From an optimization exercise on the open Yosys and OpenROAD flow, aimed at small area; shortcuts taken in it are not production practice. Only the layout flow was run in this run; the RTL was not checked for function there. Power and IR drop assume default switching activity.

File: design/flow/config.mk
export PLATFORM = sky130hd
export DESIGN_NAME = vga_top
export DESIGN_NICKNAME = vga_top
export VERILOG_FILES = /design/flow/design.v
export SDC_FILE = /design/flow/constraint.sdc
export NUM_CORES = 4
export LEC_CHECK = 0
export CAP_MARGIN = 20
export CORE_MARGIN = 2
export CORE_UTILIZATION = 40
export SLEW_MARGIN = 20
File: design/flow/constraint.sdc
create_clock -name core_clock -period 100.0 [get_ports {ClkPort}]
set_input_delay 20.0000 -clock core_clock [delete_from_list [all_inputs] [get_ports {ClkPort}]]
set_output_delay 20.0000 -clock core_clock [all_outputs]
set_load 0.01 [all_outputs]
File: design/flow/design.v
`timescale 1ns / 1ps
module display_controller(
	input clk,
	input rst,
	output hSync, vSync,
	output reg bright,
	output reg[9:0] hCount, 
	output reg [9:0] vCount  
	);
	reg [1:0] div;
	wire clk25 = (div == 2'd0);
	always @(posedge clk)
		if (rst)
			div <= 2'd0;
		else
			div <= div + 2'd1;
	always @ (posedge clk)
		if (rst)
			begin
			hCount <= 0;
			vCount <= 0;
			end
		else if (clk25)
		begin
		if (hCount < 10'd799)
			begin
			hCount <= hCount + 1;
			end
		else if (vCount < 10'd524)
			begin
			hCount <= 0;
			vCount <= vCount + 1;
			end
		else
			begin
			hCount <= 0;
			vCount <= 0;
			end
		end
	assign hSync = (hCount < 96) ? 1:0;
	assign vSync = (vCount < 2) ? 1:0;
	always @(posedge clk)
		if (rst)
			bright <= 0;
		else if (clk25)
		begin
		if(hCount > 10'd143 && hCount < 10'd784 && vCount > 10'd34 && vCount < 10'd516)
			bright <= 1;
		else
			bright <= 0;
		end	
endmodule
`timescale 1ns / 1ps
module vga_bitchange(
	input clk,
	input rst,
	input [18:0] fallDiv,
	input bright,
	input button,
	input [9:0] hCount, vCount,
	output reg [11:0] rgb,
	output reg [15:0] score
   );
	parameter BLACK  = 12'b0000_0000_0000;
	parameter RED    = 12'b1111_0000_0000;
	parameter PINK   = 12'b1111_0010_1000;
	parameter PURPLE = 12'b0111_0000_1011;
	parameter BLUE   = 12'b0011_0000_1010;
	parameter TEAL   = 12'b0100_1100_1111;
	wire bottomLineZone;
	wire pinkBlock, purpleBlock, blueBlock, tealBlock;
	reg reset;
	reg[9:0] pinkBlockY, purpleBlockY, blueBlockY, tealBlockY;
	reg[49:0] pinkBlockSpeed, purpleBlockSpeed, blueBlockSpeed, tealBlockSpeed;
	wire[49:0] pinkBlockSpeedNext   = pinkBlockSpeed + 1'b1;
	wire[49:0] purpleBlockSpeedNext = purpleBlockSpeed + 1'b1;
	wire[49:0] blueBlockSpeedNext   = blueBlockSpeed + 1'b1;
	wire[49:0] tealBlockSpeedNext   = tealBlockSpeed + 1'b1;
	wire[9:0] pinkBlockYNext   = pinkBlockY + 10'd1;
	wire[9:0] purpleBlockYNext = purpleBlockY + 10'd1;
	wire[9:0] blueBlockYNext   = blueBlockY + 10'd1;
	wire[9:0] tealBlockYNext   = tealBlockY + 10'd1;
    always@ (*)
    if (~bright)
        rgb = BLACK;
    else if (pinkBlock)
        rgb = PINK;
    else if (purpleBlock)
        rgb = PURPLE;
    else if (blueBlock == 1)
        rgb = BLUE;
    else if (tealBlock)
        rgb = TEAL;
	else if (bottomLineZone == 1)
		rgb = RED;
	else
		rgb = BLACK;
	always@ (posedge clk)
		if (rst)
			begin
			pinkBlockSpeed <= 50'd0;
			pinkBlockY <= 10'd0;
			end
		else if (pinkBlockSpeedNext >= {31'd0, fallDiv})
			begin
			pinkBlockSpeed <= 50'd0;
			pinkBlockY <= (pinkBlockYNext == 10'd999) ? 10'd0 : pinkBlockYNext;
			end
		else
			pinkBlockSpeed <= pinkBlockSpeedNext;
	always@ (posedge clk)
		if (rst)
			begin
			purpleBlockSpeed <= 50'd0;
			purpleBlockY <= 10'd0;
			end
		else if (purpleBlockSpeedNext >= {31'd0, fallDiv})
			begin
			purpleBlockSpeed <= 50'd0;
			purpleBlockY <= (purpleBlockYNext == 10'd900) ? 10'd0 : purpleBlockYNext;
			end
		else
			purpleBlockSpeed <= purpleBlockSpeedNext;
	always@ (posedge clk)
		if (rst)
			begin
			blueBlockSpeed <= 50'd0;
			blueBlockY <= 10'd320;
			end
		else if (blueBlockSpeedNext >= {31'd0, fallDiv})
			begin
			blueBlockSpeed <= 50'd0;
			blueBlockY <= (blueBlockYNext == 10'd950) ? 10'd0 : blueBlockYNext;
			end
		else
			blueBlockSpeed <= blueBlockSpeedNext;
	always@ (posedge clk)
		if (rst)
			begin
			tealBlockSpeed <= 50'd0;
			tealBlockY <= 10'd0;
			end
		else if (tealBlockSpeedNext >= {31'd0, fallDiv})
			begin
			tealBlockSpeed <= 50'd0;
			tealBlockY <= (tealBlockYNext == 10'd859) ? 10'd0 : tealBlockYNext;
			end
		else
			tealBlockSpeed <= tealBlockSpeedNext;
	always@ (posedge clk)
		if (rst)
			begin
			score <= 16'd0;
			reset <= 1'b0;
			end
		else if ((reset == 1'b0) && (button == 1'b1) && (hCount >= 10'd144) && (hCount <= 10'd784) && (blueBlockY >= 10'd400) && (blueBlockY <= 10'd475))
			begin
			score <= score + 16'd1;
			reset <= 1'b1;
			end
		else if (blueBlockY <= 10'd20)
			begin
			reset <= 1'b0;
			end
	assign pinkBlock = ((10'd220 <= hCount) && (hCount <= 10'd280)) && ((pinkBlockY <= vCount) && (vCount <= pinkBlockY + 10'd60)) ? 1 : 0;
	assign purpleBlock = ((10'd320 <= hCount) && (hCount <= 10'd380)) && ((purpleBlockY <= vCount) && (vCount <= purpleBlockY + 10'd90)) ? 1 : 0;
	assign blueBlock = ((10'd420 <= hCount) && (hCount <= 10'd480)) && ((blueBlockY <= vCount) && (vCount <= blueBlockY + 10'd70)) ? 1 : 0;
	assign tealBlock = ((10'd520 <= hCount) && (hCount <= 10'd580)) && ((tealBlockY <= vCount) && (vCount <= tealBlockY + 10'd100)) ? 1 : 0;
	assign bottomLineZone = ((10'd144 <= hCount) && (hCount <= 10'd784)) && ((10'd500 <= vCount) && (vCount <= 10'd516)) ? 1 : 0;
endmodule
`timescale 1ns / 1ps
module counter(
	input clk,
	input rst,
	input[15:0] displayNumber,
	output reg [3:0] anode,
	output reg [6:0] ssdOut	
    );
	reg [20:0] refresh;
	reg [3:0] LEDNumber;
	wire [1:0] LEDCounter;
	always @ (posedge clk)
	begin
		if (rst)
			refresh <= 21'd0;
		else
			refresh <= refresh + 21'd1;
	end
	assign LEDCounter = refresh[20:19];
	always @ (*)
	 begin
		case (LEDCounter)
		2'b00: begin
			anode = 4'b0111;
			LEDNumber = displayNumber/1000;
				end
		2'b01: begin
			anode = 4'b1011;
			LEDNumber = (displayNumber % 1000)/100;
				end
		2'b10: begin
			anode = 4'b1101;
			LEDNumber = ((displayNumber % 1000)%100)/10;
				end
		2'b11: begin
			anode = 4'b1110;
			LEDNumber = ((displayNumber % 1000)%100)%10;
				end		
		endcase
	end
	always @ (*)
    begin
        case (LEDNumber)
        4'b0000: ssdOut = 7'b0000001;     
        4'b0001: ssdOut = 7'b1001111; 
        4'b0010: ssdOut = 7'b0010010; 
        4'b0011: ssdOut = 7'b0000110;  
        4'b0100: ssdOut = 7'b1001100;  
        4'b0101: ssdOut = 7'b0100100; 
        4'b0110: ssdOut = 7'b0100000;  
        4'b0111: ssdOut = 7'b0001111;  
        4'b1000: ssdOut = 7'b0000000;     
        4'b1001: ssdOut = 7'b0000100; 
        default: ssdOut = 7'b0000001; 
        endcase
    end
endmodule
`timescale 1ns / 1ps
module vga_top(
	input ClkPort,
	input BtnC,                  
        input BtnU, BtnD, BtnL, BtnR,
	input [18:0] FallDiv,        
	output hSync, vSync,
	output [3:0] vgaR, vgaG, vgaB,
	output An0, An1, An2, An3, An4, An5, An6, An7,
	output Ca, Cb, Cc, Cd, Ce, Cf, Cg, Dp,
	output MemOE, MemWR, RamCS, QuadSpiFlashCS
	);
	wire bright;
	wire[9:0] hc, vc;
	wire[15:0] score;
	wire [6:0] ssdOut;
	wire [3:0] anode;
	wire [11:0] rgb;
	wire button = BtnU | BtnD | BtnL | BtnR;
	display_controller dc(.clk(ClkPort), .rst(BtnC), .hSync(hSync), .vSync(vSync), .bright(bright), .hCount(hc), .vCount(vc));
        vga_bitchange vbc(.clk(ClkPort), .rst(BtnC), .fallDiv(FallDiv), .bright(bright), .button(button), .hCount(hc), .vCount(vc), .rgb(rgb), .score(score));
	counter cnt(.clk(ClkPort), .rst(BtnC), .displayNumber(score), .anode(anode), .ssdOut(ssdOut));
	assign Dp = 1;
	assign {Ca, Cb, Cc, Cd, Ce, Cf, Cg} = ssdOut[6 : 0];
    assign {An7, An6, An5, An4, An3, An2, An1, An0} = {4'b1111, anode};
	assign vgaR = rgb[11 : 8];
	assign vgaG = rgb[7  : 4];
	assign vgaB = rgb[3  : 0];
	assign {MemOE, MemWR, RamCS, QuadSpiFlashCS} = 4'b1111;
endmodule
File: design/flow/run.sh
#!/bin/bash
# synth_recipe.tcl (not shown) runs the flow's synth.tcl, then flattens the netlist and writes it again
# the make line also repeats each setting of config.mk as NAME=value (left out here)
make -C /OpenROAD-flow-scripts/flow DESIGN_CONFIG=/design/flow/config.mk WORK_HOME=/design/flow/orfs CLKGATE_MAP_FILE= SYNTH_SCRIPT=/design/flow/synth_recipe.tcl finish
==> results.txt <==
-- synthesized netlist by cell type (all sizes together) (87+ instances only) --
library cell,n
and3,89
nand2,194
nor2,275
nor3,89
nor2b,89
ha,189
nand4,87
nand3,155
xnor2,137
a21oi,153
dfxtp,301
o21ai,130
inv,111
-- routing by layer --
metal	GRT usage	wire length, um
met5	0	0
met4	0.0574	1260
met3	0.0233	2580
met2	0.331	26100
met1	0.255	25900
-- worst max-delay path: cells and delay by family, from the launching register on --
family / cells / cell delay, ps
compound gates: 25 / 6640
xor+xnor: 2 / 1130
flops: 1 / 640
mux: 6 / 1970
fa+ha+maj: 2 / 460
buf+inv: 3 / 770
simple gates: 8 / 2220
-- how the worst min path moves through the flow --
stage                            to       from  slack (ps)  cells after the start
after global routing      dc.div[0]  dc.div[0]         430                      1
final                     dc.div[0]  dc.div[0]         410                      1
after floorplan           dc.div[0]  dc.div[0]         390                      1
after detailed placement  dc.div[0]  dc.div[0]         410                      1
after CTS                 dc.div[0]  dc.div[0]         410                      1
after global placement    dc.div[0]  dc.div[0]         400                      1
-- kinds of logic (layout without fill, tap and decap cells) --
logic type               Yosys count  in the layout  synth area share
buffers and inverters            223            230            0.0424
XOR/XNOR                         217            217            0.0871
AO/OA/AOI/OAI                    631            631             0.206
AND/OR/NAND/NOR                 1151           1151             0.267
adder cells (fa/ha/maj)          191            191             0.108
flip-flops                       301            301             0.272
other                              2            134          0.000339
multiplexers                      36             36            0.0170
-- where the power goes --
part / total [uW] / switching, uW / internal (uW)
registers: 128 / 4.24 / 124
logic: 16.1 / 9.07 / 7.05
clock network: 124 / 50.8 / 72.7
-- area by class of cell --
type | count | area (um^2)
flip-flops and latches | 301 | 6030
fillers | 5381 | 30200
well taps | 704 | 881
inverters | 115 | 432
clock buffers | 51 | 1010
multi-input cells | 2360 | 15700
repair buffers | 54 | 520
clock inverters | 10 | 95.1
-- per-stage QoR --
| stage | instance area, um^2 | std cells | setup slack [ps] | utilization |
|---|---|---|---|---|
| after floorplan | 22600 | 2884 | 68890 | - |
| after global placement | 23500 | 3534 | 66770 | 0.429 |
| after detailed placement | 23500 | 3534 | 66300 | 0.429 |
| after CTS | 24600 | 3595 | 65690 | 0.449 |
| after global routing | 24600 | 3595 | 64490 | 0.449 |
| final | 24600 | 3595 | 65600 | 0.449 |
-- flip-flops by register name (all words and copies together), names as in the netlist, 16 cells and up --
signal,count
vbc.tealBlockSpeed,50
cnt.refresh,21
vbc.blueBlockSpeed,50
vbc.score,16
vbc.pinkBlockSpeed,50
vbc.purpleBlockSpeed,50
==> results.txt <==
Logic synthesis
The count of different cell masters after synthesis is 129. By area the synthesized netlist is led by sky130_fd_sc_hd__dfxtp_1 27%, sky130_fd_sc_hd__ha_1 11%, sky130_fd_sc_hd__xnor2_1 5.3%. The gate count after technology mapping is 2752.

The leading register cell type out of synthesis is sky130_fd_sc_hd__dfxtp_1. The yosys synthesis warning count is 3. The synthesized design spends more area on one cell type than any other, namely sky130_fd_sc_hd__dfxtp_1. The register bit count reported by yosys is 301. In the synthesized netlist the async set-or-reset flop fraction comes to 0. The synthesized design contains 0 enable-type register cells. The post-synthesis average cell area is 8.05 um^2. The portion of synthesized cell area occupied by the leading cell type is 0.272.

For this run, the register share of the synthesized area comes to 0.272. The synthesized area is 22100 um^2.

Clock tree
The buffer count from post-CTS setup fixing is 0. The clock-pin slew reported for the worst setup and hold paths after clock tree synthesis is 60 ps. TritonCTS built the clock tree.

Clock tree synthesis inserted a total of 36 buffers. The clock passes through at most 3 buffers. The clock drives 301 sinks. The quantity of hold-fixing buffers added after cts is 0.

In this run the number of H-tree levels came out at 2. The clock latency reported for the late side of the worst-skew pair is 540 ps. In this run the clock root is driven by a sky130_fd_sc_hd__clkbuf_16.

Gates resized during post-CTS repair numbered 0.

Critical path
The data arrival at the endpoint of the critical path is 14400 ps. For the worst flop-to-flop path, the logic depth is 20. The end of the worst register-to-register path is vbc.pinkBlockY[4]. The worst register-to-register path begins at vbc.pinkBlockSpeed[0]. The start-to-end type of the worst setup path is flop to output pin. The delay of the slowest critical-path stage is 750 ps.

The largest individual stage delay along the critical path comes from the cell sky130_fd_sc_hd__xnor2_1. The most critical setup path has its endpoint at Ce. The kind of end point of the critical path is an output pin. The worst setup path is launched from a flop. The launching element of the worst setup path is vbc.score[14]. The setup slack on the worst flop-to-flop path is 94380 ps. The maximum fanout along the worst path is 16.

The required time at the endpoint of the critical path is 80000 ps.

GRT
The number of antenna violations at the first check in global routing was 0. The largest net degree at the start of global routing is 60. The via count of the first global-routing pass is 19000. The first global-routing pass estimated 93.3 mm of wire. Summed over all layers, the global routing overflow is 0. Across every metal layer, demand over resource in global routing totals 0.194.

Route
In the routed design, unresolved DRC markers number 0. Wires add up to 55.9 mm. The count of antenna-violating nets left after detailed routing is 0. The first-pass detailed-route iteration total is 8. Dividing the detail-routed wire length by the instance count gives 15.5 um. The number of design-rule violations left by the first detailed-router iteration is 1258. The number of vias in the routed layout is 20100. After detailed routing, the number of vias per cell comes to 5.60.

Die
The core region area is 54900 um^2. For this configuration, the core starts out at a cell density of 0.403. The floorplan step defined a die boundary enclosing 57300 um^2.

Pin placement for this block handled 59 I/O pins. From left edge to right edge, the die measures 239 um. The floorplan step set the die height to 239 um. The floorplan has 86 rows.

Layout
The final net count is 3082. The growth of design area from synthesis to finish is 11.3%. In the layout the commonest cells are 301 x sky130_fd_sc_hd__dfxtp_1, 272 x sky130_fd_sc_hd__nor2_1, 193 x sky130_fd_sc_hd__nand2_1. Leaving out fill and tap cells, the most frequent cell in the layout is sky130_fd_sc_hd__dfxtp_1.

0 antenna diodes ended up in the layout. The share of cells above drive strength 1 is 0.0533.

Hold path
The worst hold path class is flop to flop.

Timing
The final period demand of the worst path is 34400 ps. Timing would allow up to 29.1 MHz. The share of the clock period used by the worst path is 0.344. For the pin with the worst max-slew slack, the measured transition is 1060 ps. The number of max-slew violations in the final report came to 0.

The final count of hold timing violations was 0. Adding up every negative setup slack in the final design gives 0 ps. Setup repair after global routing left no endpoint under its margin. Measured against its own limit, the worst slew margin works out to 0.294. Setup violations remaining at the end of the flow were counted as 0.

On the final layout, the worst clock skew is 26.9 ps. The tightest hold path in the finished design has a slack of 409 ps.

Placed design
The final weighted congestion of routability-driven global placement is 0.867. The half-perimeter wire length of the detailed placement result is 41.8 mm. The count of buffers added on input and output ports is 48.

Power
Summing internal, switching and leakage power gives 268 uW. The leakage power summed over all cells is 0.00997 uW. The worst ir drop on vdd is 12.3 uV. In this run the power density over the cells is 10.9 nW/um^2.

Run
The tool flagged a number of max-cap violations equal to 0.

Run status
The flow ran to the end and the layout has no timing, DRC or antenna violations.

re-timing with driven ports:
In the flow no input, the clock included, has a driving cell. The finished layout below was timed again as built, in two steps. Step 1: set_driving_cell puts a clkbuf_16 on ClkPort and a buf_2 on each other input, an assumption about the parent block. Step 2 adds t to the input delays and takes it off the output delays; t is the mean of the earliest and latest rising clock arrival at the registers after step 1. Input paths then give back, and output paths get back, about the clock's delay inside the block. Slacks: no drivers / after step 1 / after step 2; pairs: no drivers / after step 1.
shift t [ns]: 0.579
slack for setup (ns): 65.600 / 65.549 / 66.127
hold WS [ns]: 0.409 / 0.409 / 0.409
clock arrival spread, ns: 0.027 / 0.027
slew at the worst register clock pin (ns): 0.06 / 0.06
After both steps setup and hold are still met in this run. For this run, drivers alone change the setup slack by -0.051 ns; drivers and shift together by +0.527 ns.
